What follows belongs to an exercise in optimizing a design on an open flow for small area and a short achievable clock period; a production flow would make more cautious choices.
In this exercise RTL edits were held to simulation tests only and were not proved equivalent to the original.
The clock port is modelled as an ideal driver; clocking choices that lean on that would not hold on a real chip.
Power and IR drop assume default switching activity.

==> flow/design.v <==
`timescale 1ns / 1ps
module Pipelined(s0, s1, s2, s3, s4, s5, s6, s7, t0, t1, t2, t3, t4, t5, t6, t7, t8, t9, CurrentPC, Instruction, SwitchClk_10, reset);
	input SwitchClk_10, reset;
	input [31:0] Instruction;
	output [31:0] s0, s1, s2, s3, s4, s5, s6, s7, t0, t1, t2, t3, t4, t5, t6, t7, t8, t9;
	output [31:0] CurrentPC;
	wire clk = SwitchClk_10;
	reg [31:2] PC;
	reg [31:0] IFID_Instr;
	reg [31:0] IDEX_A, IDEX_B, IDEX_X;
	reg [4:0]  IDEX_Dest;
	reg        IDEX_RegWrite, IDEX_MemRead, IDEX_MemWrite, IDEX_Beq, IDEX_Bne, IDEX_Jump;
	reg        IDEX_FA, IDEX_FBp, IDEX_FBn, IDEX_FX;
	reg        IDEX_SubOp, IDEX_And, IDEX_Or, IDEX_Slt, IDEX_Logic;
	reg [31:0] EXMEM_ALU, EXMEM_Data;
	reg [31:0] EXMEM_AddrOH;	 
	reg [4:0]  EXMEM_Dest;
	reg        EXMEM_RegWrite, EXMEM_MemRead, EXMEM_MemWrite, EXMEM_Taken;
	assign CurrentPC = {PC, 2'b00};
	wire taken = EXMEM_Taken;
	wire [31:0] dmem [0:31];
	wire [31:0] rf [0:31];
	assign rf[0] = 32'd0;
	genvar g;
	reg [31:0] dvalid;
	generate
		for (g = 0; g < 32; g = g + 1) begin : words
			reg [31:0] m;
			always @(posedge clk)
				if (EXMEM_MemWrite && EXMEM_AddrOH[g]) m <= EXMEM_Data;
			always @(posedge clk, posedge reset)
				if (reset) dvalid[g] <= 1'b0;
				else if (EXMEM_MemWrite && EXMEM_AddrOH[g]) dvalid[g] <= 1'b1;
			assign dmem[g] = m;
		end
	endgenerate
	reg [31:0] MemData;
	integer k;
	always @* begin
		MemData = 32'd0;
		for (k = 0; k < 32; k = k + 1)
			MemData = MemData | (dmem[k] & {32{EXMEM_AddrOH[k] & dvalid[k]}});
	end
	wire [31:0] WD = EXMEM_MemRead ? MemData : EXMEM_ALU;
	wire [31:0] rvalid;
	assign rvalid[0] = 1'b1;
	generate
		for (g = 1; g < 32; g = g + 1) begin : regs
			reg [31:0] r;
			if (g >= 8 && g <= 25) begin : vis
				always @(posedge clk, posedge reset) begin
					if (reset) r <= 0;
					else if (EXMEM_RegWrite && EXMEM_Dest == g) r <= WD;
				end
				assign rvalid[g] = 1'b1;
			end else begin : hid
				reg v;
				always @(posedge clk)
					if (EXMEM_RegWrite && EXMEM_Dest == g) r <= WD;
				always @(posedge clk, posedge reset)
					if (reset) v <= 1'b0;
					else if (EXMEM_RegWrite && EXMEM_Dest == g) v <= 1'b1;
				assign rvalid[g] = v;
			end
			assign rf[g] = r;
		end
	endgenerate
	assign t0 = rf[8];  assign t1 = rf[9];  assign t2 = rf[10]; assign t3 = rf[11];
	assign t4 = rf[12]; assign t5 = rf[13]; assign t6 = rf[14]; assign t7 = rf[15];
	assign s0 = rf[16]; assign s1 = rf[17]; assign s2 = rf[18]; assign s3 = rf[19];
	assign s4 = rf[20]; assign s5 = rf[21]; assign s6 = rf[22]; assign s7 = rf[23];
	assign t8 = rf[24]; assign t9 = rf[25];
	wire [5:0] op = IFID_Instr[31:26];
	wire [4:0] rs = IFID_Instr[25:21];
	wire [4:0] rt = IFID_Instr[20:16];
	wire [4:0] rd = IFID_Instr[15:11];
	wire [5:0] fn = IFID_Instr[5:0];
	wire [15:0] imm = IFID_Instr[15:0];
	wire isR   = op == 6'h00;
	wire isJ   = op == 6'h02;
	wire isBeq = op == 6'h04;
	wire isBne = op == 6'h05;
	wire isAndi = op == 6'h0c;
	wire isLw  = op == 6'h23;
	wire isSw  = op == 6'h2b;
	wire [4:0] dest = isR ? rd : rt;
	wire regWrite = !(isBeq || isBne || isJ || isSw) && dest != 0;
	wire useRt = isR || isBeq || isBne;
	wire stall = IDEX_MemRead && ((!isJ && rs == IDEX_Dest) || (useRt && rt == IDEX_Dest));
	wire fwdMemRs = EXMEM_RegWrite && EXMEM_Dest == rs;
	wire fwdMemRt = EXMEM_RegWrite && EXMEM_Dest == rt;
	wire [31:0] RD1 = fwdMemRs ? WD : rvalid[rs] ? rf[rs] : 32'd0;
	wire [31:0] RD2 = fwdMemRt ? WD : rvalid[rt] ? rf[rt] : 32'd0;
	wire subOp = isR && fn[2:1] == 2'b01;
	wire fwdExRt = IDEX_RegWrite && IDEX_Dest == rt;
	wire [31:2] brTarget = PC + {{14{imm[15]}}, imm};
	wire [31:0] immOut = isJ ? {PC[23:20], IFID_Instr[25:0], 2'b00} :
	                     (isBeq || isBne) ? {brTarget, 2'b00} :
	                     isAndi ? {16'd0, imm} : {{16{imm[15]}}, imm};
	wire kill = stall || taken;
	always @(posedge clk, posedge reset) begin
		if (reset) begin
			IDEX_RegWrite <= 0; IDEX_MemRead <= 0; IDEX_MemWrite <= 0;
			IDEX_Beq <= 0; IDEX_Bne <= 0; IDEX_Jump <= 0;
		end else if (kill) begin
			IDEX_RegWrite <= 0; IDEX_MemRead <= 0; IDEX_MemWrite <= 0;
			IDEX_Beq <= 0; IDEX_Bne <= 0; IDEX_Jump <= 0;
		end else begin
			IDEX_RegWrite <= regWrite; IDEX_MemRead <= isLw; IDEX_MemWrite <= isSw;
			IDEX_Beq <= isBeq; IDEX_Bne <= isBne; IDEX_Jump <= isJ;
		end
	end
	always @(posedge clk) begin
		IDEX_A <= RD1;
		IDEX_B <= useRt ? (RD2 ^ {32{subOp}}) : immOut;
		IDEX_X <= isSw ? RD2 : immOut;
		IDEX_Dest <= dest;
		IDEX_FA <= IDEX_RegWrite && IDEX_Dest == rs;
		IDEX_FBp <= fwdExRt && useRt && !subOp;
		IDEX_FBn <= fwdExRt && useRt && subOp;
		IDEX_FX <= fwdExRt && isSw;
		IDEX_SubOp <= subOp;
		IDEX_Slt <= subOp && fn[3];
		IDEX_And <= isAndi || (isR && fn[2] && !fn[0]);
		IDEX_Or  <= isR && fn[2] && fn[0];
		IDEX_Logic <= isAndi || (isR && fn[2]);
	end
	wire [31:0] A = IDEX_FA ? EXMEM_ALU : IDEX_A;
	wire [31:0] B = ({32{IDEX_FBp}} & EXMEM_ALU) | ({32{IDEX_FBn}} & ~EXMEM_ALU) |
	                ({32{!(IDEX_FBp || IDEX_FBn)}} & IDEX_B);
	wire [33:0] sum2 = {1'b0, A, 1'b1} + {1'b0, B, IDEX_SubOp};
	wire [32:0] sum = sum2[33:1];
	wire [31:0] logicRes = IDEX_And ? (A & B) : (A | B);
	wire [31:0] ALU = IDEX_Logic ? logicRes :
	                  IDEX_Slt ? {31'd0, !sum[32]} : sum[31:0];
	wire eq = A == B;	 
	wire fwdC = IDEX_MemWrite && EXMEM_MemRead && EXMEM_RegWrite && EXMEM_Dest == IDEX_Dest;
	wire [31:0] data = fwdC ? WD : IDEX_FX ? EXMEM_ALU : IDEX_X;
	wire [4:0] addr = sum[6:2];	 
	always @(posedge clk, posedge reset) begin
		if (reset) begin
			EXMEM_RegWrite <= 0; EXMEM_MemRead <= 0; EXMEM_MemWrite <= 0; EXMEM_Taken <= 0;
		end else if (taken) begin
			EXMEM_RegWrite <= 0; EXMEM_MemRead <= 0; EXMEM_MemWrite <= 0; EXMEM_Taken <= 0;
		end else begin
			EXMEM_RegWrite <= IDEX_RegWrite; EXMEM_MemRead <= IDEX_MemRead; EXMEM_MemWrite <= IDEX_MemWrite;
			EXMEM_Taken <= IDEX_Jump || (IDEX_Beq && eq) || (IDEX_Bne && !eq);
		end
	end
	always @(posedge clk) begin
		EXMEM_ALU <= ALU;
		EXMEM_AddrOH <= 32'd1 << addr;
		EXMEM_Data <= data;
		EXMEM_Dest <= IDEX_Dest;
	end
	always @(posedge clk, posedge reset) begin
		if (reset) begin
			PC <= 0;
			IFID_Instr <= 0;
		end else if (taken) begin
			PC <= EXMEM_Data[31:2];
			IFID_Instr <= 0;
		end else if (!stall) begin
			PC <= PC + 1'b1;
			IFID_Instr <= Instruction;
		end
	end
endmodule
==> flow/config.mk <==
export PLATFORM = sky130hd
export DESIGN_NAME = Pipelined
export DESIGN_NICKNAME = Pipelined
export VERILOG_FILES = /design/flow/design.v
export SDC_FILE = /design/flow/constraint.sdc
export NUM_CORES = 4
export LEC_CHECK = 0
export CAP_MARGIN = 20
export CORE_MARGIN = 2
export CORE_UTILIZATION = 30
export CTS_CLUSTER_DIAMETER = 100
export CTS_CLUSTER_SIZE = 24
export PLACE_DENSITY = 0.4
export SLEW_MARGIN = 20
==> flow/constraint.sdc <==
create_clock -name core_clock -period 9.0 [get_ports {SwitchClk_10}]
set_input_delay 1.8000 -clock core_clock [delete_from_list [all_inputs] [get_ports {SwitchClk_10}]]
set_output_delay 1.8000 -clock core_clock [all_outputs]
set_load 0.01 [all_outputs]
standard.sh (not shown) runs the stock make flow with config.mk's settings and CLKGATE_MAP_FILE= SYNTH_SCRIPT=/design/flow/synth_recipe.tcl, a recipe that flattens the netlist after the stock synthesis.
==> flow/flow/run.sh <==
#!/bin/bash
# Own layout flow: the standard ORFS flow (standard.sh, unchanged synthesis),
# with a few extra optimisation knobs passed through the environment:
#  - ports are buffered with a small plain buffer instead of the delay buffer
#    OpenROAD picks by default (every port still gets its own buffer)
set -euo pipefail
export BUFFER_PORTS_ARGS="-buffer_cell sky130_fd_sc_hd__buf_2"
export SETUP_SLACK_MARGIN=${FLOW_FLOW_MARGIN:-5.7}
bash standard.sh finish > flow_standard.log 2>&1
The first run finished clean.
==> next run, changes <==
==> flow/flow/run.sh (replaced) <==
#!/bin/bash
# Own layout flow: the standard ORFS flow (standard.sh, unchanged synthesis
# and SDC), run in two parts with a few optimisation knobs set through the
# environment:
#  - ports are buffered with a plain buf_2 instead of the delay buffer OpenROAD
#    picks by default (every port still gets its own buffer)
set -euo pipefail
export BUFFER_PORTS_ARGS="-buffer_cell sky130_fd_sc_hd__buf_2"

export SETUP_SLACK_MARGIN=5.65
bash standard.sh cts > flow_to_cts.log 2>&1
ws=$(sed -n 's/^worst slack max \([-0-9.]*\).*/\1/p' orfs/reports/*/Pipelined/base/4_cts_final.rpt | tail -1)
m=$(awk -v w="${ws:-0}" 'BEGIN { m = w - 0.02; if (m > 5.65) m = 5.65; if (m < 0) m = 0; printf "%.2f", m }')
echo "worst slack after CTS: ${ws:-unknown}; margin from global route on: $m" > flow_margin.log
export SETUP_SLACK_MARGIN=$m
bash standard.sh finish > flow_to_finish.log 2>&1
Settings changed: CORE_UTILIZATION 30 to 42, PLACE_DENSITY 0.4 to 0.52.
Result:
- worst setup slack got worse by 0.11 ns
- routed wire length goes down by about 11%
- clock skew came out higher by 0.012 ns
- power fell by 9.9%
- maximum frequency shrinks by 3.2%
==> next run, changes <==
==> flow/flow/run.sh (replaced) <==
#!/bin/bash
# Own layout flow: the standard ORFS flow (standard.sh, unchanged synthesis
# and SDC), run in two parts with a few optimisation knobs set through the
# environment:
#  - ports are buffered with a plain buf_2 instead of the delay buffer OpenROAD
#    picks by default (every port still gets its own buffer)
set -euo pipefail
export BUFFER_PORTS_ARGS="-buffer_cell sky130_fd_sc_hd__buf_2"
export SETUP_SLACK_MARGIN=5.6
bash standard.sh cts > flow_to_cts.log 2>&1
export SETUP_SLACK_MARGIN=4.8
bash standard.sh finish > flow_to_finish.log 2>&1
Settings changed: CORE_UTILIZATION 42 to 30, PLACE_DENSITY 0.52 to 0.4.
Worst hold slack improved by 0.013 ns.
Via count came out lower by 1.7%.
Combinational power came out lower by about 7%.
Die area came out higher by 40%.
Global-route usage came out lower by 9.7 points.
Power came out higher by 1.3%.
Wire length came out higher by 8.8%.
Cell area came out higher by 0.45%.
Sequential share of layout area came out lower by 0.30 points.
==> next run, changes <==
Settings changed: CORE_UTILIZATION 30 to 42, PLACE_DENSITY 0.4 to 0.52.
Count of clock-buffer cells in the layout increases by 14.
Utilization went up by 13 points.
Hold slack is worse by 0.015 ns.
Non-clock buffer count went down by 121.
Via count came out higher by about 1.1%.

## afterwards: timing with drivers on the ports
The results above use ideal ports. As a check the final layouts listed here were re-extracted and re-timed, cells and wires unchanged.
Step 1 (the two cells are an assumption about what drives the block):
set clk [get_ports {SwitchClk_10}]
set_driving_cell -lib_cell sky130_fd_sc_hd__clkbuf_16 $clk
set_driving_cell -lib_cell sky130_fd_sc_hd__buf_2 [delete_from_list [all_inputs] $clk]
Step 2, shift: input delay + t, output delay - t, t = (earliest + latest rising clock arrival at the registers) / 2. This alone moves slack from input paths to output paths.
Three values: no drivers, after step 1, after step 2; two values: the first two.
run | t (ns) | setup slack, ns | worst setup path after step 2 | worst data-port slew with drivers (ns)
the first run | 0.989 | 5.587 / 5.487 / 5.178 | input, reset recovery | 0.07
the second run | 0.952 | 5.476 / 5.414 / 5.023 | input, reset recovery | 0.07
the third run | 0.998 | 5.318 / 5.318 / 5.318 | register to register | 0.06
the fourth run | 0.980 | 5.061 / 5.061 / 5.061 | register to register | 0.06
After both steps setup and hold are still met in every run listed. The setup slack of the second run, which loses most, moves by -0.062 ns with the drivers and by -0.453 ns with both steps. The worst setup slack also covers recovery checks on asynchronous resets.
